Source: an optimization exercise on an open RTL-to-GDS flow (aim: small area and a short achievable clock period). Production flows keep margins and buffers that such runs may drop.
Only simulation tests tie the RTL to the original design; equivalence was not proved.
No activity file was given, so power comes from the tool's default toggle rates.

==> flow/standard.sh <==
#!/bin/bash
# synth_recipe.tcl (not shown) runs the flow's synth.tcl, then flattens the netlist and writes it again
# the make line also repeats each setting of config.mk as NAME=value (left out here)
make -C /OpenROAD-flow-scripts/flow DESIGN_CONFIG=/design/flow/config.mk WORK_HOME=/design/flow/orfs CLKGATE_MAP_FILE= SYNTH_SCRIPT=/design/flow/synth_recipe.tcl "${@:-finish}"
==> flow/constraint.sdc <==
create_clock -name core_clock -period 17.0 [get_ports {Clk}]
set_input_delay 3.4000 -clock core_clock [delete_from_list [all_inputs] [get_ports {Clk}]]
set_output_delay 3.4000 -clock core_clock [all_outputs]
set_load 0.01 [all_outputs]
==> flow/design.v <==
module Top_Level(
    input wire Clk,               
    input wire Rst,               
    input wire [31:0] instr,      
    output wire [31:0] Y,         
    output wire [31:0] resultado,  
    output wire [31:0] data_out   
);
	genvar i, b;
	wire [5:0] op = instr[31:26];
	wire [5:0] fn = instr[5:0];
	wire [4:0] rs = instr[25:21];
	wire [4:0] rt = instr[20:16];
	wire [4:0] rd = instr[15:11];
	wire [15:0] imm = instr[15:0];
	wire [31:0] simm = {{16{imm[15]}}, imm};
	wire rtype = (op == 6'b000000);
	wire f_add  = rtype & (fn == 6'b100000);
	wire f_sub  = rtype & (fn == 6'b100010);
	wire f_and  = rtype & (fn == 6'b100100);
	wire f_or   = rtype & (fn == 6'b100101);
	wire f_xor  = rtype & (fn == 6'b100110);
	wire f_nor  = rtype & (fn == 6'b100111);
	wire f_slt  = rtype & (fn == 6'b101010);
	wire f_sltu = rtype & (fn == 6'b101011);
	wire f_sll  = rtype & (fn == 6'b000000 | fn == 6'b000100);
	wire f_srl  = rtype & (fn == 6'b000010 | fn == 6'b000110);
	wire f_sra  = rtype & (fn == 6'b000011 | fn == 6'b000111);
	wire f_jr   = rtype & (fn == 6'b001000);
	wire o_lw    = (op == 6'b100011);
	wire o_sw    = (op == 6'b101011);
	wire o_beq   = (op == 6'b000100);
	wire o_bne   = (op == 6'b000101);
	wire o_addi  = (op == 6'b001000);
	wire o_slti  = (op == 6'b001010);
	wire o_sltiu = (op == 6'b001011);
	wire o_andi  = (op == 6'b001100);
	wire o_ori   = (op == 6'b001101);
	wire o_xori  = (op == 6'b001110);
	wire o_lui   = (op == 6'b001111);
	wire o_j     = (op == 6'b000010);
	wire o_jal   = (op == 6'b000011);
	wire use_imm = o_lw | o_sw | o_addi | o_slti | o_sltiu | o_andi | o_ori | o_xori;
	wire do_add  = f_add | o_lw | o_sw | o_addi;
	wire do_sub  = f_sub;
	wire do_slt  = f_slt | o_slti;
	wire do_sltu = f_sltu | o_sltiu;
	wire do_and  = f_and | o_andi;
	wire do_or   = f_or | o_ori;
	wire do_xor  = f_xor | o_xori;
	wire do_nor  = f_nor;
	wire r_write = f_add | f_sub | f_and | f_or | f_xor | f_nor | f_slt | f_sltu |
	               f_sll | f_srl | f_sra;
	wire reg_write = r_write | o_lw | o_addi | o_slti | o_sltiu | o_andi | o_ori |
	                 o_xori | o_lui | o_jal;
	wire [4:0] waddr = o_jal ? 5'd31 : (rtype ? rd : rt);
	wire [1023:0] rf;
	wire [31:0] rv;
	wire [31:0] wdata;
	assign rf[31:0] = 32'd0;
	assign rv[0] = 1'b0;
	generate
		for (i = 1; i < 32; i = i + 1) begin : g_rf
			reg [31:0] r;
			reg v;
			wire we = reg_write & (waddr == i);
			always @(posedge Clk)
				if (we) r <= wdata;
			always @(posedge Clk or posedge Rst)
				if (Rst) v <= 1'b0;
				else if (we) v <= 1'b1;
			assign rf[32*i +: 32] = r;
			assign rv[i] = v;
		end
	endgenerate
	wire [31:0] selA = (32'd1 << rs) & rv;
	wire [31:0] selB = (32'd1 << rt) & rv;
	wire [31:0] A, B;
	rdmux rdA(.sel(selA), .d(rf), .y(A));
	rdmux rdB(.sel(selB), .d(rf), .y(B));
	wire [31:0] Bop = use_imm ? simm : B;
	wire inv_i = o_slti | o_sltiu;
	wire inv_r = (fn == 6'b100010) | (fn == 6'b101010) | (fn == 6'b101011);
	wire sa = use_imm ? inv_i : inv_r;
	wire [31:0] sum;
	wire lt_s, lt_u;
	ks_add add(.a(A), .inv_a(sa), .b(B), .imm(simm), .use_imm(use_imm),
	           .s(sum), .lt_s(lt_s), .lt_u(lt_u));
	wire [31:0] sh_r, sh_l;
	shifter ush(.A(A), .sh(B[4:0]), .f_sra(f_sra), .sh_r(sh_r), .sh_l(sh_l));
	wire big = |B[31:5];
	wire en_r = (f_srl | f_sra) & ~big;
	wire en_l = f_sll & ~big;
	wire fill_big = f_sra & big & A[31];
	wire [31:0] shift_n;
	aoi221v #(32) u_shn(.a1({32{en_r}}), .a2(sh_r), .b1({32{en_l}}), .b2(sh_l),
	                    .c({32{fill_big}}), .y(shift_n));
	wire [31:0] logic_n = ~(
		({32{do_and}} & (A & Bop)) |
		({32{do_or}}  & (A | Bop)) |
		({32{do_xor}} & (A ^ Bop)) |
		({32{do_nor}} & ~(A | Bop)) |
		({32{o_lui}} & {imm, 16'd0}));
	wire [31:0] sum_n;
	nand2v #(32) u_sum_n(.a(sum), .b({32{do_add | do_sub}}), .y(sum_n));
	wire lt_n;
	ltsel u_lt(.lt_s(lt_s), .lt_u(lt_u), .do_slt(do_slt), .do_sltu(do_sltu), .y_n(lt_n));
	nand3v #(31) u_res(.a(sum_n[31:1]), .b(logic_n[31:1]), .c(shift_n[31:1]), .y(resultado[31:1]));
	nand4v #(1) u_res0(.a(sum_n[0]), .b(logic_n[0]), .c(shift_n[0]), .d(lt_n), .y(resultado[0]));
	wire [31:0] msel, mwe;
	mdecode u_md(.a(A[4:0]), .imm(imm[4:0]), .rd_en(o_lw), .wr_en(o_sw & ~Rst), .rsel(msel), .wsel(mwe));
	wire [1023:0] mem;
	generate
		for (i = 0; i < 32; i = i + 1) begin : g_mem
			reg [31:0] m;
			always @(posedge Clk)
				if (mwe[i]) m <= B;
			assign mem[32*i +: 32] = m;
		end
	endgenerate
	rdmux rdM(.sel(msel), .d(mem), .y(data_out));
	reg [31:0] pc;
	wire [31:0] pc1 = pc + 32'd1;
	assign wdata = o_jal ? pc1 : (o_lw ? data_out : resultado);
	wire eq = (A == B);
	wire taken = (o_beq & eq) | (o_bne & ~eq);
	wire [31:0] pc_br = pc1 + simm;
	wire [31:0] pc_next =
		f_jr ? A :
		(o_j | o_jal) ? {pc1[31:26], instr[25:0]} :
		taken ? pc_br : pc1;
	always @(posedge Clk or posedge Rst)
		if (Rst) pc <= 32'd0;
		else pc <= pc_next;
	assign Y = pc;
endmodule
module rdmux(
    input wire [31:0] sel,
    input wire [1023:0] d,
    output wire [31:0] y
);
	wire [31:0] q0, q1, q2, q3, n01, n23;
	rd8 u0(.sel(sel[7:0]),   .d(d[255:0]),    .y(q0));
	rd8 u1(.sel(sel[15:8]),  .d(d[511:256]),  .y(q1));
	rd8 u2(.sel(sel[23:16]), .d(d[767:512]),  .y(q2));
	rd8 u3(.sel(sel[31:24]), .d(d[1023:768]), .y(q3));
	nor2v #(32) u4(.a(q0), .b(q1), .y(n01));
	nor2v #(32) u5(.a(q2), .b(q3), .y(n23));
	nand2v #(32) u6(.a(n01), .b(n23), .y(y));
endmodule
module rd8(
    input wire [7:0] sel,
    input wire [255:0] d,
    output wire [31:0] y
);
	genvar b, i;
	generate
		for (b = 0; b < 32; b = b + 1) begin : g_bit
			wire [7:0] col;
			for (i = 0; i < 8; i = i + 1) begin : g_col
				assign col[i] = d[32*i + b];
			end
			assign y[b] = |(col & sel);
		end
	endgenerate
endmodule
module nor2v #(parameter W = 32) (input wire [W-1:0] a, input wire [W-1:0] b, output wire [W-1:0] y);
	assign y = ~(a | b);
endmodule
module nand2v #(parameter W = 32) (input wire [W-1:0] a, input wire [W-1:0] b, output wire [W-1:0] y);
	assign y = ~(a & b);
endmodule
module ltsel(input wire lt_s, input wire lt_u, input wire do_slt, input wire do_sltu, output wire y_n);
	assign y_n = ~((lt_s & do_slt) | (lt_u & do_sltu));
endmodule
module mdecode(
    input wire [4:0] a,
    input wire [4:0] imm,
    input wire rd_en,
    input wire wr_en,
    output wire [31:0] rsel,
    output wire [31:0] wsel
);
	wire [3:0] la = 4'd1 << a[1:0];
	wire [3:0] li = 4'd1 << imm[1:0];
	wire [7:0] ha = 8'd1 << a[4:2];
	wire [7:0] hi = 8'd1 << imm[4:2];
	wire [3:0] lo;
	wire [7:0] h0, h1;
	genvar j, k;
	generate
		for (j = 0; j < 4; j = j + 1) begin : g_lo
			wire [3:0] t;
			for (k = 0; k < 4; k = k + 1) begin : g_t
				assign t[k] = la[k] & li[(j - k + 4) % 4];
			end
			assign lo[j] = |t;
		end
		for (j = 0; j < 8; j = j + 1) begin : g_hi
			wire [7:0] t;
			for (k = 0; k < 8; k = k + 1) begin : g_t
				assign t[k] = ha[k] & hi[(j - k + 8) % 8];
			end
			assign h0[j] = |t;
		end
	endgenerate
	wire c2 = (a[1] & imm[1]) | ((a[1] | imm[1]) & a[0] & imm[0]);
	assign h1 = {h0[6:0], h0[7]};
	wire [7:0] hd = c2 ? h1 : h0;
	wire [7:0] hr = hd & {8{rd_en}};
	wire [7:0] hw = hd & {8{wr_en}};
	generate
		for (k = 0; k < 32; k = k + 1) begin : g_k
			assign rsel[k] = lo[k % 4] & hr[k / 4];
			assign wsel[k] = lo[k % 4] & hw[k / 4];
		end
	endgenerate
endmodule
module nand3v #(parameter W = 32) (input wire [W-1:0] a, input wire [W-1:0] b, input wire [W-1:0] c, output wire [W-1:0] y);
	assign y = ~(a & b & c);
endmodule
module mux2v #(parameter W = 32) (input wire [W-1:0] s, input wire [W-1:0] a, input wire [W-1:0] b, output wire [W-1:0] y);
	assign y = (s & b) | (~s & a);
endmodule
module nand4v #(parameter W = 32) (input wire [W-1:0] a, input wire [W-1:0] b, input wire [W-1:0] c, input wire [W-1:0] d, output wire [W-1:0] y);
	assign y = ~(a & b & c & d);
endmodule
module aoi221v #(parameter W = 32) (input wire [W-1:0] a1, input wire [W-1:0] a2, input wire [W-1:0] b1, input wire [W-1:0] b2, input wire [W-1:0] c, output wire [W-1:0] y);
	assign y = ~((a1 & a2) | (b1 & b2) | c);
endmodule
module xor2v #(parameter W = 32) (input wire [W-1:0] a, input wire [W-1:0] b, output wire [W-1:0] y);
	assign y = a ^ b;
endmodule
module and2v #(parameter W = 32) (input wire [W-1:0] a, input wire [W-1:0] b, output wire [W-1:0] y);
	assign y = a & b;
endmodule
module ks_add(
    input wire [31:0] a,
    input wire inv_a,
    input wire [31:0] b,
    input wire [31:0] imm,
    input wire use_imm,
    output wire [31:0] s,
    output wire lt_s,
    output wire lt_u
);
	wire [31:0] ax, bx, p, g, pq;
	wire [32:0] c;
	xor2v #(32) u_ax(.a(a), .b({32{inv_a}}), .y(ax));
	mux2v #(32) u_bx(.s({32{use_imm}}), .a(b), .b(imm), .y(bx));
	xor2v #(32) u_p(.a(ax), .b(bx), .y(p));
	and2v #(32) u_g(.a(ax), .b(bx), .y(g));
	ks_tree u_t(.g(g), .p(p), .c(c));
	xor2v #(32) u_pq(.a(p), .b({32{inv_a}}), .y(pq));
	xor2v #(32) u_s(.a(pq), .b(c[31:0]), .y(s));
	ltcalc u_lt(.p31(p[31]), .c31(c[31]), .a31(a[31]), .c32(c[32]), .lt_s(lt_s), .lt_u(lt_u));
endmodule
module ltcalc(input wire p31, input wire c31, input wire a31, input wire c32, output wire lt_s, output wire lt_u);
	assign lt_u = c32;
	assign lt_s = p31 ? c31 : a31;
endmodule
module ks_tree(
    input wire [31:0] g,
    input wire [31:0] p,
    output wire [32:0] c
);
	wire [31:0] G [0:5];
	wire [31:0] P [0:5];
	assign G[0] = g;
	assign P[0] = p;
	genvar l, i;
	generate
		for (l = 0; l < 5; l = l + 1) begin : g_lvl
			for (i = 0; i < 32; i = i + 1) begin : g_bit
				if (i >= (1 << l)) begin : g_op
					assign G[l+1][i] = G[l][i] | (P[l][i] & G[l][i - (1 << l)]);
					assign P[l+1][i] = P[l][i] & P[l][i - (1 << l)];
				end else begin : g_pass
					assign G[l+1][i] = G[l][i];
					assign P[l+1][i] = P[l][i];
				end
			end
		end
	endgenerate
	assign c = {G[5], 1'b0};
endmodule
module shifter(input [31:0] A, input [4:0] sh, input f_sra, output [31:0] sh_r, output [31:0] sh_l);
	wire fill = f_sra & A[31];
	wire [63:0] sh_full = {{32{fill}}, A} >> sh;
	assign sh_r = sh_full[31:0];
	assign sh_l = A << sh;
endmodule
==> flow/flow/run.sh <==
#!/bin/bash
# The standard layout with: a setup repair target of 5 ns slack, a clock
# tree built from larger sink clusters without dummy balancing loads, and
# plain buffers on the ports.
export CTS_ARGS="-sink_clustering_enable -repair_clock_nets -dont_use_dummy_load -sink_clustering_size 20 -sink_clustering_max_diameter 60"
export BUFFER_PORTS_ARGS="-buffer_cell sky130_fd_sc_hd__buf_4"
bash standard.sh SETUP_SLACK_MARGIN=5 finish > standard.log 2>&1
==> flow/config.mk <==
export PLATFORM = sky130hd
export DESIGN_NAME = Top_Level
export DESIGN_NICKNAME = Top_Level
export VERILOG_FILES = /design/flow/design.v
export SDC_FILE = /design/flow/constraint.sdc
export NUM_CORES = 4
export LEC_CHECK = 0
export CAP_MARGIN = 20
export CORE_MARGIN = 2
export CORE_UTILIZATION = 40
export SLEW_MARGIN = 20
export SYNTH_HIERARCHICAL = 1
==> summary.md, run 1 <==
| Metric | Value |
|---|---|
| Global-route wire length before repair | 503000 um |
| P_leak | 34.6 nW |
| # H-tree levels | 4 |
| CTS Sinks | 2079 |
| Hold Crit Class | flop to flop |
| Most frequent cells in the layout | edfxtp_1, a22oi_1, nand4_1 |
| Crit path required time | ~14000 ps |
| Largest net degree at the start of global routing | 67 |
| Post-Syn Instances | ~6800 |
| Dpl cell area | 101000 um^2 |
| Asr flop ratio synth | 0.0303 |
| Post-synthesis cell type count | 113 |
| Slowest-stage cell, CP | a221oi_2 |
| Number of flops mapped to enable cells by yosys | 2016 |
| Top Ports | between 100 and 150 |
| Initial Util | 0.402 |
| CORE AREA | approximately 240000 um^2 |
| Syn. warnings | 8 |
| Synth top area cells | edfxtp_1, a22oi_1, nand4_1, xor2_1, dfrtp_1 |
| Synth Register Bits | 2079 |
| CTS max path bufs | 3 |
| Cell area power density | 102 nW/um^2 |
| Total number of vias | around 69000 |
| Tot GR Track Use | 0.293 |
| Die span in x | 490 um |
| Mapped Area | 94600 um^2 |
| Most common cell after layout, fill and taps aside | edfxtp_1 |
| Share of layout cells above drive strength 1 | 0.157 |
| CTS hold repair buffers | 0 |
| Post-synthesis sequential area ratio | 0.657 |
| Status | timing/DRC/antenna clean |
| Final setup fails | 0 |
| Crit path launch type | primary input |
| Crit path top cell by count | buf_4 |
| Fin. Hold Viols | 0 |
| Ys flop type | edfxtp_1 |
| Max_cap viols | 0 |
| Crit path largest cell delay | 570 ps |
| Fillers | 21000 |
| Area of the multi-input gates | 32000 um^2 |
| Register Area | 62100 um^2 |
| PortBufs | 129 |
| DRC | 0 |
| P&R area growth vs syn | 11.8% |
| Relative slew slack | 0.133 |
| Post-synthesis average cell area | 13.9 um^2 |
| Clock Skews | 104 ps |
| RSZ-0062 raised after global routing | yes |
| Final period util | 0.715 |
| Initial DRC count | 10800 |
| Peak supply drop | 0.0000895 V |
| DRT Pass-1 Iters | 9 |
| Initial antenna violation count | 37 |
| Final #Nets | 7183 |
| DRT antenna net count | 0 |
| Worst path cell trace | buf_4 > nor2b_1 > buf_4 > and2_1 > and3_1 > buf_6 > a22oi_1 > nand4_1 > nor2_4 > nand2_8 > buf_4 > nor2b_1 > buf_4 > nand2_1 > o22ai_1 > a221o_1 > a221oi_2 > nand3_2 > buf_4 |
| Final min period | 12150 ps |
| Die height | 490 um |
| Synth area leader | edfxtp_1 |
| Arrival time worst endpoint | slightly below 9000 ps |
| CP max FO | 40 |
| Clock latency (worst-skew pair) | 870 ps |
| Vias per cell | 6.78 |
| DR WL/cell | 35.8 um |
| Total routed wirelength | ~370000 um |
| CP Class | primary input to output port |
| Worst-path clk slew | around 50 ps |
| Die area | 240000 um^2 |
| Post-route cell area | ~110000 um^2 |
| Root buffer cell | clkbuf_16 |
| HPWL after detailed placement | 225000 um |
| Gpl congestion | 1.03 |
| Fmax | just over 80 MHz |
| Max Slew Vio Count | 0 |
| Num CTS Buffers | 146 |
| Share of the synthesized area in the top cell type | 0.640 |
| Setup TNS | 0 ps |
| CTS tree | built |
| Worst slew pin tran | approximately 1300 ps |
| CP endpoint kind | output port |
| GRT overflow | 0 |
| Vias in the first global route | 64300 |
| Row count | 178 |
==> what timing repair did <==
item | 4_1_cts | 5_1_grt
pin swaps | 14 | 27
setup endpoints to repair | 64 | 58
buffers inserted | 5 | 15
resized for setup | 153 | 130
gates cloned | 3 | 1
==> synth_stat cells, types with 63 or more instances <==
library cell  instances
and3_1               77
nand2_1             311
buf_2               249
nand3_1              77
inv_1                88
o21ai_0             105
buf_6                80
ha_1                 96
a21oi_1             166
edfxtp_1           2016
mux2i_1             103
xor2_1              187
nand4_1             401
nor2_1              381
a22oi_1            1554
dfrtp_1              63
==> where the power goes <==
group          internal, W  switching, W  leakage (nW)
Combinational     0.000527       0.00125          13.5
Clock              0.00152       0.00164          1.80
Sequential         0.00575     0.0000944          19.3
==> path summary, 6_finish.rpt <==
path	from	to	slack, ps	cells past startpoint
min in group asynchronous	Rst	pc[15]	2970	3
max in group asynchronous	Rst	g_rf[10].v	13370	3
worst min register to register	g_rf[15].v	g_rf[15].v	480	1
worst min-delay path	g_rf[15].v	g_rf[15].v	480	1
worst max register to register	g_rf[2].v	g_rf[17].r[18]	9610	20
worst max-delay path	instr[17]	resultado[11]	4850	19
==> state kept, by name (all words and copies together), names as in the netlist <==
signal and count:
g_mem.m 1024, g_rf.r 992, pc 32, g_rf.v 31
==> stage by stage <==
step | hold WS [ps] | cells | total power, W | util | worst slack [ps]
floorplan | 439 | 6876 | 0.00686 | - | 5590
global placement | 463 | 10000 | 0.00758 | 0.427 | 3820
detailed placement | 463 | 10000 | 0.00759 | 0.428 | 3760
CTS | 478 | 10200 | 0.0107 | 0.446 | 4870
global route | 507 | 10200 | 0.0110 | 0.450 | 4890
finish | 478 | 10200 | 0.0108 | 0.450 | 4850
==> metal layers <==
| layer | global-route usage | vias to the layer above | wire [um] |
|---|---|---|---|
| met3 | 0.0764 | 928 | 43300 |
| li1 | - | 28200 | - |
| met4 | 0.174 | 18 | 26500 |
| met1 | 0.378 | 35300 | 134000 |
| met2 | 0.443 | 4832 | 162000 |
| met5 | 0 | - | 113 |
==> worst max-delay path, delay by kind of cell <==
family	cells	cell delay [ps]
and+or+nand+nor	9	2570
AOI/OAI and AO/OA	4	1290
buffers and inverters	6	1390
==> area by class of cell <==
class                      count  area share
sequential                  2079       0.587
multi-input combinational   4309       0.303
tap                         3150      0.0373
timing repair buffer         425      0.0349
clock buffer                 146      0.0345
inverter                      91     0.00328
antenna                       19    0.000449
==> logic make-up (layout without fill, tap and decap cells) <==
| logic type | Yosys count | count (layout) | synth area share |
|---|---|---|---|
| AOI/OAI and AO/OA | 2210 | 2211 | 0.174 |
| DFF | 2079 | 2079 | 0.657 |
| and+or+nand+nor | 1506 | 1509 | 0.0812 |
| buffers and inverters | 492 | 662 | 0.0300 |
| xor gates and xnor gates | 220 | 220 | 0.0206 |
| muxes | 197 | 197 | 0.0246 |
| adders and majority gates | 97 | 97 | 0.0129 |
| other | 2 | 94 | 0.0000794 |
==> modules after synthesis, one instance, submodules excluded, a selection <==
module | area, um^2 | flip-flops and latches | cells
Top_Level | 69700 | 2079 | 3219
shifter | 3630 | 0 | 513
ltsel | 12.5 | 0 | 1
ltcalc | 22.5 | 0 | 2
mdecode | 823 | 0 | 134
rd8 | 1320 | 0 | 184
ks_tree | 947 | 0 | 150
==> inputs of run 2 (changes only) <==
==> flow/flow/run.sh (replaced) <==
#!/bin/bash
# The standard layout with: a setup repair target of 5.5 ns slack, a clock
# tree built from larger sink clusters without dummy balancing loads, and
# plain buffers on the ports.
export CTS_ARGS="-sink_clustering_enable -repair_clock_nets -dont_use_dummy_load -sink_clustering_size 20 -sink_clustering_max_diameter 60"
export BUFFER_PORTS_ARGS="-buffer_cell sky130_fd_sc_hd__buf_4"
bash standard.sh SETUP_SLACK_MARGIN=5.5 finish > standard.log 2>&1
==> summary.md, run 2 <==
| Metric | Value |
|---|---|
| DRT antenna net count | 0 (unchanged) |
| Synth Register Bits | 2079 (unchanged) |
| Number of flops mapped to enable cells by yosys | 2016 (unchanged) |
| P&R area growth vs syn | 15.1% (was 11.8%) |
| Delay-heaviest family, CP | simple AND/OR/NAND/NOR gates (unchanged) |
| Biggest register | g_mem.m (unchanged) |
| Crit path top cell by count | nand4_1 (was buf_4) |
| Vias in the first global route | 65300 (was 64300) |
| CTS Sinks | 2079 (unchanged) |
| CTS max path bufs | 3 (unchanged) |
| Top cells by count, synth | edfxtp_1, a22oi_1, nand4_1 (unchanged) |
| Row count | 178 (unchanged) |
| CORE AREA | 235000 um^2 (unchanged) |
| Top Ports | 130 (unchanged) |
| Worst path cell trace | buf_4 > nor2b_2 > nor2b_1 > and3_1 > buf_12 > a22oi_1 > nand4_1 > nor2_2 > nand2_2 > buf_8 > mux2_4 > xor2_4 > nand4_1 > o221ai_4 > nor3b_4 > o31ai_4 > nand2_2 > o31ai_4 > mux2_4 > a22oi_2 > nand4_1 > buf_4 (was buf_4 > nor2b_1 > buf_4 > and2_1 > and3_1 > buf_6 > a22oi_1 > nand4_1 > nor2_4 > nand2_8 > buf_4 > nor2b_1 > buf_4 > nand2_1 > o22ai_1 > a221o_1 > a221oi_2 > nand3_2 > buf_4) |
| Post-layout util | 0.463 (was 0.450) |
| Root buffer cell | clkbuf_16 (unchanged) |
| Ys flop type | edfxtp_1 (unchanged) |
| # H-tree levels | 4 (unchanged) |
| Status | timing/DRC/antenna clean (unchanged) |
| Total routed wirelength | 378000 um (was 366000 um) |
| Mapped Area | 94600 um^2 (unchanged) |
| Cell with the most instances after synthesis | edfxtp_1 (unchanged) |
| Hold Crit Class | flop to flop (unchanged) |
| Dpl cell area | 101000 um^2 (unchanged) |
| Hold Slack | 479 ps (was 478 ps) |
| Share of layout cells above drive strength 1 | 0.190 (was 0.157) |
| Clock Skews | 107 ps (was 104 ps) |
| Slowest-stage cell, CP | mux2_4 (was a221oi_2) |
| Initial Util | 0.402 (unchanged) |
| DRT Pass-1 Iters | 10 (was 9) |
| Syn. warnings | 8 (unchanged) |
| Crit path required time | 13600 ps (about the same) |
| Largest net degree at the start of global routing | 67 (unchanged) |
| Reg2reg setup slack | 10010 ps (was 9610 ps) |
| Max_cap viols | 0 (unchanged) |
| Hold Crit Start | g_rf[15].v (unchanged) |
| Post-synthesis sequential area ratio | 0.657 (unchanged) |
| Reg-to-reg endpoint | g_rf[19].r[18] (was g_rf[17].r[18]) |
| Peak supply drop | 0.0000898 V (was 0.0000895 V) |
| Most frequent cells in the layout | edfxtp_1, a22oi_1, nand4_1 (unchanged) |
| Initial DRC count | 11300 (was 10800) |
| Asr flop ratio synth | 0.0303 (unchanged) |
| Global-route wire length before repair | 512000 um (was 503000 um) |
| Synth top area cells | edfxtp_1, a22oi_1, nand4_1, xor2_1, dfrtp_1 (unchanged) |
| Initial antenna violation count | 37 (unchanged) |
| CTS tree | built (unchanged) |
| WHS Path Cells | 1 (unchanged) |
| Post-Syn Instances | 6803 (unchanged) |
| Post-route cell area | 109000 um^2 (was 106000 um^2) |
| Clock latency (worst-skew pair) | 870 ps (about the same) |
| Fillers | 20700 (was 21000) |
| FF-to-FF Start | g_rf[2].v (unchanged) |
| Final period util | 0.687 (was 0.715) |
| Worst-path clk slew | 60 ps (was 50 ps) |
| Worst slew pin tran | 1370 ps (was 1300 ps) |
| Cell Count, Final, Fillers Out | 10300 (was 10200) |
| Critical Path Stages | 22 (was 19) |
| Max reg flops | 1024 (unchanged) |
| Die span in x | 490 um (unchanged) |
| CP endpoint kind | output port (unchanged) |
| RSZ-0062 raised after global routing | yes (unchanged) |
| Relative slew slack | 0.0764 (was 0.133) |
| DR WL/cell | 36.5 um (was 35.8 um) |
| Num CTS Buffers | 146 (unchanged) |
| GRT overflow | 0 (unchanged) |
| PortBufs | 129 (unchanged) |
| R2R depth | 21 (was 20) |
| Hold EP | g_rf[15].v (unchanged) |
| Number of buffers and inverters on the critical path | 4 (was 6) |
| Most common cell after layout, fill and taps aside | edfxtp_1 (unchanged) |
| Crit path launch type | primary input (unchanged) |
| Final #Nets | 7295 (was 7183) |
| Fin. Hold Viols | 0 (unchanged) |
| Total number of vias | 70400 (was 69300) |
| Dpl cells | 10000 (unchanged) |
| Setup TNS | 0 ps (unchanged) |
| HPWL after detailed placement | 225000 um (unchanged) |
| Fmax | 85.6 MHz (was 82.3 MHz) |
| Max Slew Vio Count | 0 (unchanged) |
| CP max FO | 36 (was 40) |
| Crit path largest cell delay | 380 ps (was 570 ps) |
| Arrival time worst endpoint | 8280 ps (was 8750 ps) |
| Final setup fails | 0 (unchanged) |
| CP Class | primary input to output port (unchanged) |
| CTS hold repair buffers | 0 (unchanged) |
| Tot GR Track Use | 0.299 (was 0.293) |
| Post-synthesis cell type count | 113 (unchanged) |
| DRC | 0 (unchanged) |
| Vias per cell | 6.81 (was 6.78) |
| Synth area leader | edfxtp_1 (unchanged) |
| Cell area power density | 100 nW/um^2 (was 102 nW/um^2) |
| Post-synthesis average cell area | 13.9 um^2 (unchanged) |
| Largest regs | g_mem.m (1024), g_rf.r (992), pc (32) (unchanged) |
| Die area | 240000 um^2 (unchanged) |
| Final min period | 11680 ps (was 12150 ps) |
| P_leak | 35.8 nW (was 34.6 nW) |
| Share of the synthesized area in the top cell type | 0.640 (unchanged) |
| Gpl congestion | 1.03 (unchanged) |
| Die height | 490 um (unchanged) |
-- run 2: changes by cell type in the layout (fill, tap and decap cells not counted), moves of 18 or more --
| cell | previous run | this run |
|---|---|---|
| nand2_1 | 258 | 238 |
| buf_4 | 342 | 376 |
| buf_12 | 5 | 52 |
| buf_8 | 2 | 20 |
| buf_6 | 66 | 44 |
| nor2_1 | 271 | 229 |
| a22oi_2 | 3 | 22 |
| nor2_4 | 67 | 101 |
| a22oi_1 | 1552 | 1533 |
-- run 2: how the worst max path moves through the flow --
stage,end,slack [ps],start
2_1_floorplan,resultado[0],5590,instr[28]
3_3_place_gp,resultado[6],3820,instr[17]
3_5_place_dp,resultado[10],3760,instr[17]
4_1_cts,resultado[11],5480,instr[20]
5_1_grt,resultado[14],5280,instr[19]
6_report,resultado[0],5320,instr[20]
-- run 2: area by class of cell --
cell class | instances | area, um^2 | share of cell area
diodes | 26 | 65.1 | 0.000597
clock buffers | 146 | 3650 | 0.0335
inverters | 91 | 354 | 0.00325
multi-input cells | 4317 | 33200 | 0.305
flip-flops and latches | 2079 | 62100 | 0.570
well taps | 3150 | 3940 | 0.0362
repair buffers | 529 | 5590 | 0.0514
-- run 2: timing repair --
action,CTS,global route
setup buffers,56,51
setup endpoints to repair,64,64
resized for setup,467,257
gates cloned,17,11
pin swaps,81,102
-- run 2: cells by family after synthesis --
logic type,count (synthesis),synth area share
buffers and inverters,492,0.0300
and+or+nand+nor,1506,0.0812
AOI/OAI and AO/OA,2210,0.174
other,2,0.0000794
muxes,197,0.0246
xor gates and xnor gates,220,0.0206
adders and majority gates,97,0.0129
DFF,2079,0.657
-- run 2: layer usage --
| metal | vias up | part of all wire | GRT usage |
|---|---|---|---|
| li1 | 28400 | - | - |
| met5 | - | 0.00034 | 0.000794 |
| met4 | 18 | 0.080 | 0.195 |
| met3 | 1089 | 0.12 | 0.0796 |
| met1 | 35700 | 0.36 | 0.381 |
| met2 | 5158 | 0.44 | 0.448 |
-- run 2: stage by stage --
| stage | setup slack (ps) | total power (W) |
|---|---|---|
| after floorplan | 5590 | 0.00686 |
| after global placement | 3820 | 0.00758 |
| after detailed placement | 3760 | 0.00759 |
| after CTS | 5480 | 0.0108 |
| after global routing | 5280 | 0.0112 |
| final | 5320 | 0.0109 |
-- run 2: report_power, final --
group / switching [W] / leakage [nW] / internal, W / total (W)
logic: 0.00131 / 14.7 / 0.000596 / 0.00190
clock network: 0.00165 / 1.80 / 0.00152 / 0.00316
registers: 0.0000922 / 19.3 / 0.00575 / 0.00584
total: 0.00305 / 35.8 / 0.00786 / 0.0109
-- run 2: modules after synthesis, one instance, submodules excluded, a selection --
| module | flip-flops and latches | cells | area [um^2] |
|---|---|---|---|
| ltcalc | 0 | 2 | 22.5 |
| rd8 | 0 | 184 | 1320 |
| ks_tree | 0 | 150 | 947 |
| ltsel | 0 | 1 | 12.5 |
| shifter | 0 | 513 | 3630 |
| Top_Level | 2079 | 3219 | 69700 |
| mdecode | 0 | 134 | 823 |
==> inputs of run 3 (changes only) <==
==> flow/flow/run.sh (replaced) <==
#!/bin/bash
# The standard layout with: a setup repair target of 5.5 ns slack, a clock
# tree built from larger sink clusters without dummy balancing loads, and
# plain buffers on the ports.
export CTS_ARGS="-sink_clustering_enable -repair_clock_nets -dont_use_dummy_load -sink_clustering_size 25 -sink_clustering_max_diameter 70"
export BUFFER_PORTS_ARGS="-buffer_cell sky130_fd_sc_hd__buf_4"
bash standard.sh SETUP_SLACK_MARGIN=5.5 finish > standard.log 2>&1
==> summary.md, run 3 <==
| Metric | Value |
|---|---|
| Status | timing/DRC/antenna clean (unchanged) |
| Die span in x | 490 um (unchanged) |
| Post-Syn Instances | 6803 (unchanged) |
| Post-synthesis sequential area ratio | 0.657 (unchanged) |
| Post-synthesis cell type count | 113 (unchanged) |
| Fmax | 85.7 MHz (was 85.6 MHz) |
| Synth Register Bits | 2079 (unchanged) |
| Peak supply drop | 0.0000841 V (was 0.0000898 V) |
| CTS tree | built (unchanged) |
| HPWL after detailed placement | 225000 um (unchanged) |
| Synth area leader | edfxtp_1 (unchanged) |
| Worst-path clk slew | 80 ps (was 60 ps) |
| CP max FO | 36 (unchanged) |
| Worst slew pin tran | 1140 ps (was 1370 ps) |
| Num CTS Buffers | 114 (was 146) |
| Largest regs | g_mem.m (1024), g_rf.r (992), pc (32) (unchanged) |
| Gpl congestion | 1.03 (unchanged) |
| Number of buffers and inverters on the critical path | 4 (unchanged) |
| Slowest-stage cell, CP | mux2_4 (unchanged) |
| Hold Crit Start | g_rf[15].v (unchanged) |
| Relative slew slack | 0.240 (was 0.0764) |
| Syn. warnings | 8 (unchanged) |
| Crit path launch type | primary input (unchanged) |
| PortBufs | 129 (unchanged) |
| CTS Sinks | 2079 (unchanged) |
| Cell with the most instances after synthesis | edfxtp_1 (unchanged) |
| Number of flops mapped to enable cells by yosys | 2016 (unchanged) |
| Dpl cell area | 101000 um^2 (unchanged) |
| Cell area power density | 97.0 nW/um^2 (was 100 nW/um^2) |
| GRT overflow | 0 (unchanged) |
| Crit path largest cell delay | 360 ps (was 380 ps) |
| Synth top area cells | edfxtp_1, a22oi_1, nand4_1, xor2_1, dfrtp_1 (unchanged) |
| Max reg flops | 1024 (unchanged) |
| Final setup fails | 0 (unchanged) |
| Fin. Hold Viols | 0 (unchanged) |
| # H-tree levels | 3 (was 4) |
| Hold Crit Class | flop to flop (unchanged) |
| Most frequent cells in the layout | edfxtp_1, a22oi_1, nand4_1 (unchanged) |
| Pre-CTS setup slack | 3760 ps (unchanged) |
| Crit path required time | 13600 ps (about the same) |
| Total number of vias | 70400 (about the same) |
| Clock Skews | 144 ps (was 107 ps) |
| DRC | 0 (unchanged) |
| Arrival time worst endpoint | 8280 ps (about the same) |
| Critical path startpoint | instr[16] (was instr[20]) |
| Delay-heaviest family, CP | simple AND/OR/NAND/NOR gates (unchanged) |
| CP endpoint kind | output port (unchanged) |
| Die area | 240000 um^2 (unchanged) |
| Total routed wirelength | 381000 um (was 378000 um) |
| Initial DRC count | 11500 (was 11300) |
| Initial Util | 0.402 (unchanged) |
| Final period util | 0.687 (about the same) |
| Final min period | 11680 ps (about the same) |
| Vias per cell | 6.83 (was 6.81) |
| Top Ports | 130 (unchanged) |
| Hold Slack | 488 ps (was 479 ps) |
| Most common cell after layout, fill and taps aside | edfxtp_1 (unchanged) |
| Share of layout cells above drive strength 1 | 0.188 (was 0.190) |
| Final worst slack | 5320 ps (about the same) |
| P_leak | 35.4 nW (was 35.8 nW) |
| CTS hold repair buffers | 0 (unchanged) |
| FF-to-FF Start | g_rf[1].v (was g_rf[2].v) |
| Vias in the first global route | 64800 (was 65300) |
| Share of the synthesized area in the top cell type | 0.640 (unchanged) |
| DRT antenna net count | 0 (unchanged) |
| Worst path cell trace | buf_6 > nor2_2 > and2_2 > and3_1 > buf_8 > a22oi_1 > nand4_1 > nor2_1 > nand2_2 > buf_8 > mux2_4 > xor2_4 > nand4_1 > o221ai_4 > nor3b_4 > o31ai_4 > nand2_2 > o31ai_4 > mux2_4 > a22oi_2 > nand4_1 > buf_4 (was buf_4 > nor2b_2 > nor2b_1 > and3_1 > buf_12 > a22oi_1 > nand4_1 > nor2_2 > nand2_2 > buf_8 > mux2_4 > xor2_4 > nand4_1 > o221ai_4 > nor3b_4 > o31ai_4 > nand2_2 > o31ai_4 > mux2_4 > a22oi_2 > nand4_1 > buf_4) |
| Largest net degree at the start of global routing | 67 (unchanged) |
| Setup TNS | 0 ps (unchanged) |
| P&R area growth vs syn | 14.5% (was 15.1%) |
| Crit path top cell by count | nand4_1 (unchanged) |
| Initial antenna violation count | 31 (was 37) |
| Final #Nets | 7271 (was 7295) |
| RSZ-0062 raised after global routing | yes (unchanged) |
| Fillers | 20700 (about the same) |
| Die height | 490 um (unchanged) |
| DR WL/cell | 36.9 um (was 36.5 um) |
| Clock latency (worst-skew pair) | 850 ps (was 870 ps) |
| Global-route wire length before repair | 511000 um (was 512000 um) |
| CORE AREA | 235000 um^2 (unchanged) |
| Ys flop type | edfxtp_1 (unchanged) |
| Final Power | 0.0105 W (was 0.0109 W) |
| CTS max path bufs | 3 (unchanged) |
| CP Class | primary input to output port (unchanged) |
| Biggest register | g_mem.m (unchanged) |
| Root buffer cell | clkbuf_16 (unchanged) |
| Max_cap viols | 0 (unchanged) |
| Top cells by count, synth | edfxtp_1, a22oi_1, nand4_1 (unchanged) |
| Post-route cell area | 108000 um^2 (was 109000 um^2) |
| Tot GR Track Use | 0.298 (was 0.299) |
| Mapped Area | 94600 um^2 (unchanged) |
| DRT Pass-1 Iters | 12 (was 10) |
| Row count | 178 (unchanged) |
| Asr flop ratio synth | 0.0303 (unchanged) |
| Max Slew Vio Count | 0 (unchanged) |
| Post-synthesis average cell area | 13.9 um^2 (unchanged) |
==> run 3: cell counts after synthesis <==
No cell type changed its count.
==> run 3: cells by family (layout without fill, tap and decap cells) <==
| family | after synthesis | after routing | synth area share |
|---|---|---|---|
| compound gates | 2210 | 2211 | 0.174 |
| buf+inv | 492 | 742 | 0.0300 |
| flops | 2079 | 2079 | 0.657 |
| mux | 197 | 197 | 0.0246 |
| fa+ha+maj | 97 | 97 | 0.0129 |
| other cells | 2 | 93 | 0.0000794 |
| simple gates | 1506 | 1517 | 0.0812 |
| xor+xnor | 220 | 220 | 0.0206 |
==> run 3: worst register-to-register path, stage by stage (launching register included) <==
cell and delay [ps]:
dfrtp_1 440, and3_1 200, buf_6 210, a22oi_1 300, nand4_1 450, nor2_4 410, nand2_4 100, buf_12 160
buf_4 250, nor4_1 340, nand4_1 330, nor2_4 260, buf_12 140, and4_2 610, a221oi_2 220, nand3_2 200
nor2b_1 720, a211oi_1 290, a21oi_4 940
==> run 3: per-layer routing <==
layer	GRT usage	wire length, um	share of wire
met5	0	79	0.00021
met4	0.191	30900	0.081
met3	0.0763	49200	0.13
met2	0.450	166000	0.44
met1	0.381	135000	0.35
==> run 3: path summary, 6_finish.rpt <==
kind	endpoint	slack, ps	cells past startpoint
setup / recovery	resultado[0]	5320	22
hold / removal	g_rf[15].v	490	1
setup reg to reg	g_rf[17].r[18]	9960	18
hold reg to reg	g_rf[15].v	490	1
max in group asynchronous	g_rf[8].v	13320	3
min in group asynchronous	pc[15]	2980	3
==> run 3: stage by stage <==
step / utilization / std cells
after floorplan: - / 6876
after global placement: 0.427 / 10000
after detailed placement: 0.428 / 10000
after CTS: 0.452 / 10200
after global routing: 0.461 / 10300
final: 0.461 / 10300
==> run 3: report_power, final <==
group,internal [W],switching [W]
clock,0.00118,0.00157
combinational,0.000595,0.00131
sequential,0.00575,0.0000928
==> run 3: cell type report <==
class / count / area [um^2] / share of cell area
Antenna cell: 18 / 45.0 / 0.000416
Clock buffer: 114 / 2850 / 0.0263
Inverter: 91 / 352 / 0.00325
Multi-Input combinational cell: 4317 / 33200 / 0.307
Sequential cell: 2079 / 62100 / 0.573
Tap cell: 3150 / 3940 / 0.0364
Timing Repair Buffer: 537 / 5790 / 0.0535
==> run 3: per-module statistics from Yosys (local to each module, per instance), excerpt <==
module / cell area [um^2] / cells inside / times used
Top_Level: 69700 / 3219 / 1
ks_tree: 947 / 150 / 1
ltcalc: 22.5 / 2 / 1
ltsel: 12.5 / 1 / 1
mdecode: 823 / 134 / 1
rd8: 1320 / 184 / 12
shifter: 3630 / 513 / 1
==> run 3: timing repair <==
action	in CTS	in global routing
pin swaps	86	101
endpoints found under the setup margin	64	64
cloned	19	18
setup buffers	49	57
resized for setup	474	251
==> inputs of run 4 (changes only) <==
==> flow/flow/run.sh (replaced) <==
#!/bin/bash
# The standard layout with: a setup repair target of 6 ns slack, a clock
# tree built from larger sink clusters without dummy balancing loads, and
# plain buffers on the ports.
export CTS_ARGS="-sink_clustering_enable -repair_clock_nets -dont_use_dummy_load -sink_clustering_size 25 -sink_clustering_max_diameter 70"
export BUFFER_PORTS_ARGS="-buffer_cell sky130_fd_sc_hd__buf_4"
bash standard.sh SETUP_SLACK_MARGIN=6 finish > standard.log 2>&1
==> summary.md, run 4 <==
| Metric | Value |
|---|---|
| Status | timing/DRC/antenna clean (unchanged) |
| DR WL/cell | 37.7 um (was 36.9 um) |
| CORE AREA | 235000 um^2 (unchanged) |
| GRT overflow | 0 (unchanged) |
| Initial Util | 0.402 (unchanged) |
| Clock Skews | 128 ps (was 144 ps) |
| Vias per cell | 6.84 (was 6.83) |
| Max Slew Vio Count | 0 (unchanged) |
| P_leak | 38.0 nW (was 35.4 nW) |
| Peak supply drop | 0.0000876 V (was 0.0000841 V) |
| Mapped Area | 94600 um^2 (unchanged) |
| Max reg flops | 1024 (unchanged) |
| Largest net degree at the start of global routing | 61 (was 67) |
| Biggest register | g_mem.m (unchanged) |
| Syn. warnings | 8 (unchanged) |
| Final Power | 0.0107 W (was 0.0105 W) |
| Sw Pwr | 0.00308 W (was 0.00298 W) |
| Initial antenna violation count | 23 (was 31) |
| RSZ-0062 raised after global routing | yes (unchanged) |
| Clock latency (worst-skew pair) | 840 ps (was 850 ps) |
| Combinational Power Share | 0.196 (was 0.182) |
| Synth area leader | edfxtp_1 (unchanged) |
| Final period util | 0.677 (was 0.687) |
| Initial DRC count | 11600 (was 11500) |
| Fin. Hold Viols | 0 (unchanged) |
| Final setup fails | 0 (unchanged) |
| CP endpoint kind | output port (unchanged) |
| P&R area growth vs syn | 21.4% (was 14.5%) |
| Asr flop ratio synth | 0.0303 (unchanged) |
| Relative slew slack | 0.164 (was 0.240) |
| Final min period | 11500 ps (was 11680 ps) |
| Total routed wirelength | 400000 um (was 381000 um) |
| Tot GR Track Use | 0.315 (was 0.298) |
| PortBufs | 129 (unchanged) |
| CTS max path bufs | 3 (unchanged) |
| Crit path required time | 13600 ps (about the same) |
| CTS tree | built (unchanged) |
| Setup TNS | 0 ps (unchanged) |
| CP Class | primary input to output port (unchanged) |
| Number of flops mapped to enable cells by yosys | 2016 (unchanged) |
| Vias in the first global route | 66700 (was 64800) |
| Worst slew pin tran | 1250 ps (was 1140 ps) |
| Share of the synthesized area in the top cell type | 0.640 (unchanged) |
| DRT Pass-1 Iters | 10 (was 12) |
| Seq pwr share | 0.546 (was 0.556) |
| Internal | 0.00763 W (was 0.00753 W) |
| Post-synthesis cell type count | 113 (unchanged) |
| Final #Nets | 7564 (was 7271) |
| CTS Sinks | 2079 (unchanged) |
| Synth Register Bits | 2079 (unchanged) |
| Net Sw Frac | 0.288 (was 0.283) |
| CTS hold repair buffers | 0 (unchanged) |
| HPWL after detailed placement | 226000 um (was 225000 um) |
| CP max FO | 7 (was 36) |
| Gpl congestion | 1.03 (about the same) |
| Hold Crit Class | flop to flop (unchanged) |
| Top Ports | 130 (unchanged) |
| Arrival time worst endpoint | 8100 ps (was 8280 ps) |
| Ys flop type | edfxtp_1 (unchanged) |
| Root buffer cell | clkbuf_16 (unchanged) |
| Hold Slack | 482 ps (was 488 ps) |
| Worst-path clk slew | 70 ps (was 80 ps) |
| Share of layout cells above drive strength 1 | 0.260 (was 0.188) |
| DRC | 0 (unchanged) |
| Global-route wire length before repair | 537000 um (was 511000 um) |
| Row count | 178 (unchanged) |
| Die span in x | 490 um (unchanged) |
| Most common cell after layout, fill and taps aside | edfxtp_1 (unchanged) |
| Die area | 240000 um^2 (unchanged) |
| Total number of vias | 72500 (was 70400) |
| DRT antenna net count | 0 (unchanged) |
| Post-synthesis sequential area ratio | 0.657 (unchanged) |
| Crit path launch type | primary input (unchanged) |
| Top cells by count, synth | edfxtp_1, a22oi_1, nand4_1 (unchanged) |
| Post-synthesis average cell area | 13.9 um^2 (unchanged) |
| Num CTS Buffers | 114 (unchanged) |
| # H-tree levels | 3 (unchanged) |
| Fmax | 86.9 MHz (was 85.7 MHz) |
| Largest regs | g_mem.m (1024), g_rf.r (992), pc (32) (unchanged) |
| Synth top area cells | edfxtp_1, a22oi_1, nand4_1, xor2_1, dfrtp_1 (unchanged) |
| Max_cap viols | 0 (unchanged) |
| Clock power share | 0.258 (was 0.262) |
| Cell area power density | 93.3 nW/um^2 (was 97.0 nW/um^2) |
| Most frequent cells in the layout | edfxtp_1, a22oi_1, buf_4 (was edfxtp_1, a22oi_1, nand4_1) |
| Post-Syn Instances | 6803 (unchanged) |
| Cell with the most instances after synthesis | edfxtp_1 (unchanged) |
| Die height | 490 um (unchanged) |
[run 4: cell counts after synthesis]
No cell type changed its count.
[run 4: power groups by stage]
| stage | Clock (W) | Combinational (W) | Sequential, W |
|---|---|---|---|
| 2_1_floorplan | 0 | 0.000936 | 0.00593 |
| 3_3_place_gp | 0 | 0.00164 | 0.00595 |
| 3_5_place_dp | 0 | 0.00166 | 0.00595 |
| 4_1_cts | 0.00277 | 0.00191 | 0.00584 |
| 5_1_grt | 0.00293 | 0.00214 | 0.00585 |
| 6_report | 0.00277 | 0.00209 | 0.00585 |
[run 4: worst max-delay path, cell delays in order]
cell,delay (ps)
buf_12,110
nor2_1,50
buf_4,160
and2_4,190
and3_4,210
buf_12,160
buf_12,140
a22oi_1,230
nand4_1,400
nor2_4,260
buf_12,150
nand2_8,100
mux2_4,320
xor2_2,230
nand4_1,190
o221ai_4,340
nor3b_4,90
o31ai_4,320
nand2_2,130
o31ai_4,200
buf_4,160
xor2_2,160
nand2_1,90
nand3_2,160
buf_6,120
[run 4: cell type report]
cell class              instances  area [um^2]
flip-flops and latches       2079        62100
clock buffers                 114         2850
fillers                     20000       120000
inverters                      91          359
well taps                    3150         3940
diodes                         17         42.5
repair buffers                828         9770
multi-input cells            4319        35700
[run 4: layer usage]
metal  vias to the layer above  GRT usage  part of all wire
met5                         -          0           0.00011
li1                      28900          -                 -
met3                      1218     0.0887              0.14
met2                      5702      0.469              0.43
met1                     36600      0.400              0.35
met4                         6      0.210             0.084
[run 4: per-module statistics from Yosys (local to each module, per instance), a selection]
module / area, um^2 / flip-flops and latches / cells inside / copies in the design
ltsel: 12.5 / 0 / 1 / 1
shifter: 3630 / 0 / 513 / 1
ltcalc: 22.5 / 0 / 2 / 1
Top_Level: 69700 / 2079 / 3219 / 1
ks_tree: 947 / 0 / 150 / 1
mdecode: 823 / 0 / 134 / 1
rd8: 1320 / 0 / 184 / 12
[run 4: final timing paths]
check / from / endpoint / slack (ps) / cells after the start
max: instr[16] / resultado[31] / 5500 / 25
min: g_rf[9].v / g_rf[9].v / 480 / 1
max reg2reg: g_rf[28].v / g_rf[24].r[9] / 10180 / 25
min reg2reg: g_rf[9].v / g_rf[9].v / 480 / 1
max in group asynchronous: Rst / pc[13] / 13210 / 3
min in group asynchronous: Rst / pc[27] / 2700 / 2
[run 4: cells by family after synthesis]
group	Yosys count	synth area share
compound gates	2210	0.174
flops	2079	0.657
simple gates	1506	0.0812
buf+inv	492	0.0300
xor+xnor	220	0.0206
mux	197	0.0246
fa+ha+maj	97	0.0129
other cells	2	0.0000794
[run 4: per-stage QoR]
step | instances | setup slack (ps) | util | instance area, um^2
2_1_floorplan | 6876 | 5990 | - | 95000
3_3_place_gp | 10000 | 3670 | 0.427 | 101000
3_5_place_dp | 10000 | 3890 | 0.428 | 101000
4_1_cts | 10400 | 5750 | 0.474 | 111000
5_1_grt | 10600 | 5540 | 0.488 | 115000
6_report | 10600 | 5500 | 0.488 | 115000
[run 4: repair_timing]
action,4_1_cts,5_1_grt
cloned,59,20
setup endpoints to repair,64,64
gates resized for setup,1005,353
pin swaps,290,238
buffers inserted,216,141
hold endpoints to repair,0,0

[what the ideal ports hide]
How much do the figures lean on ideal ports? The routed layouts below were timed once more, with nothing changed but the port constraints.
Step 1 (the two cells are an assumption about what drives the block):
set clk [get_ports {Clk}]
set_driving_cell -lib_cell sky130_fd_sc_hd__clkbuf_16 $clk
set_driving_cell -lib_cell sky130_fd_sc_hd__buf_2 [delete_from_list [all_inputs] $clk]
Step 2 adds t to the input delays and takes it off the output delays; t is the mean of the earliest and latest rising clock arrival at the registers after step 1. Input paths then give back, and output paths get back, about the clock's delay inside the block.
Three values: ideal, step 1, step 2; two values: the first two.
| run | t, ns | setup slack, ns | worst setup path at the end | pins driven straight from the clock port |
|---|---|---|---|---|
| run 1 | 0.904 | 4.852 / 4.810 / 4.810 | input to output | 1 |
| run 2 | 0.906 | 5.316 / 5.200 / 5.200 | input to output | 1 |
| run 3 | 0.874 | 5.325 / 5.205 / 5.205 | input to output | 1 |
| run 4 | 0.883 | 5.499 / 5.359 / 5.359 | input to output | 1 |
After both steps setup and hold are still met in every run listed. For run 4, which loses most, drivers alone change the setup slack by -0.140 ns; drivers and shift together by -0.140 ns.
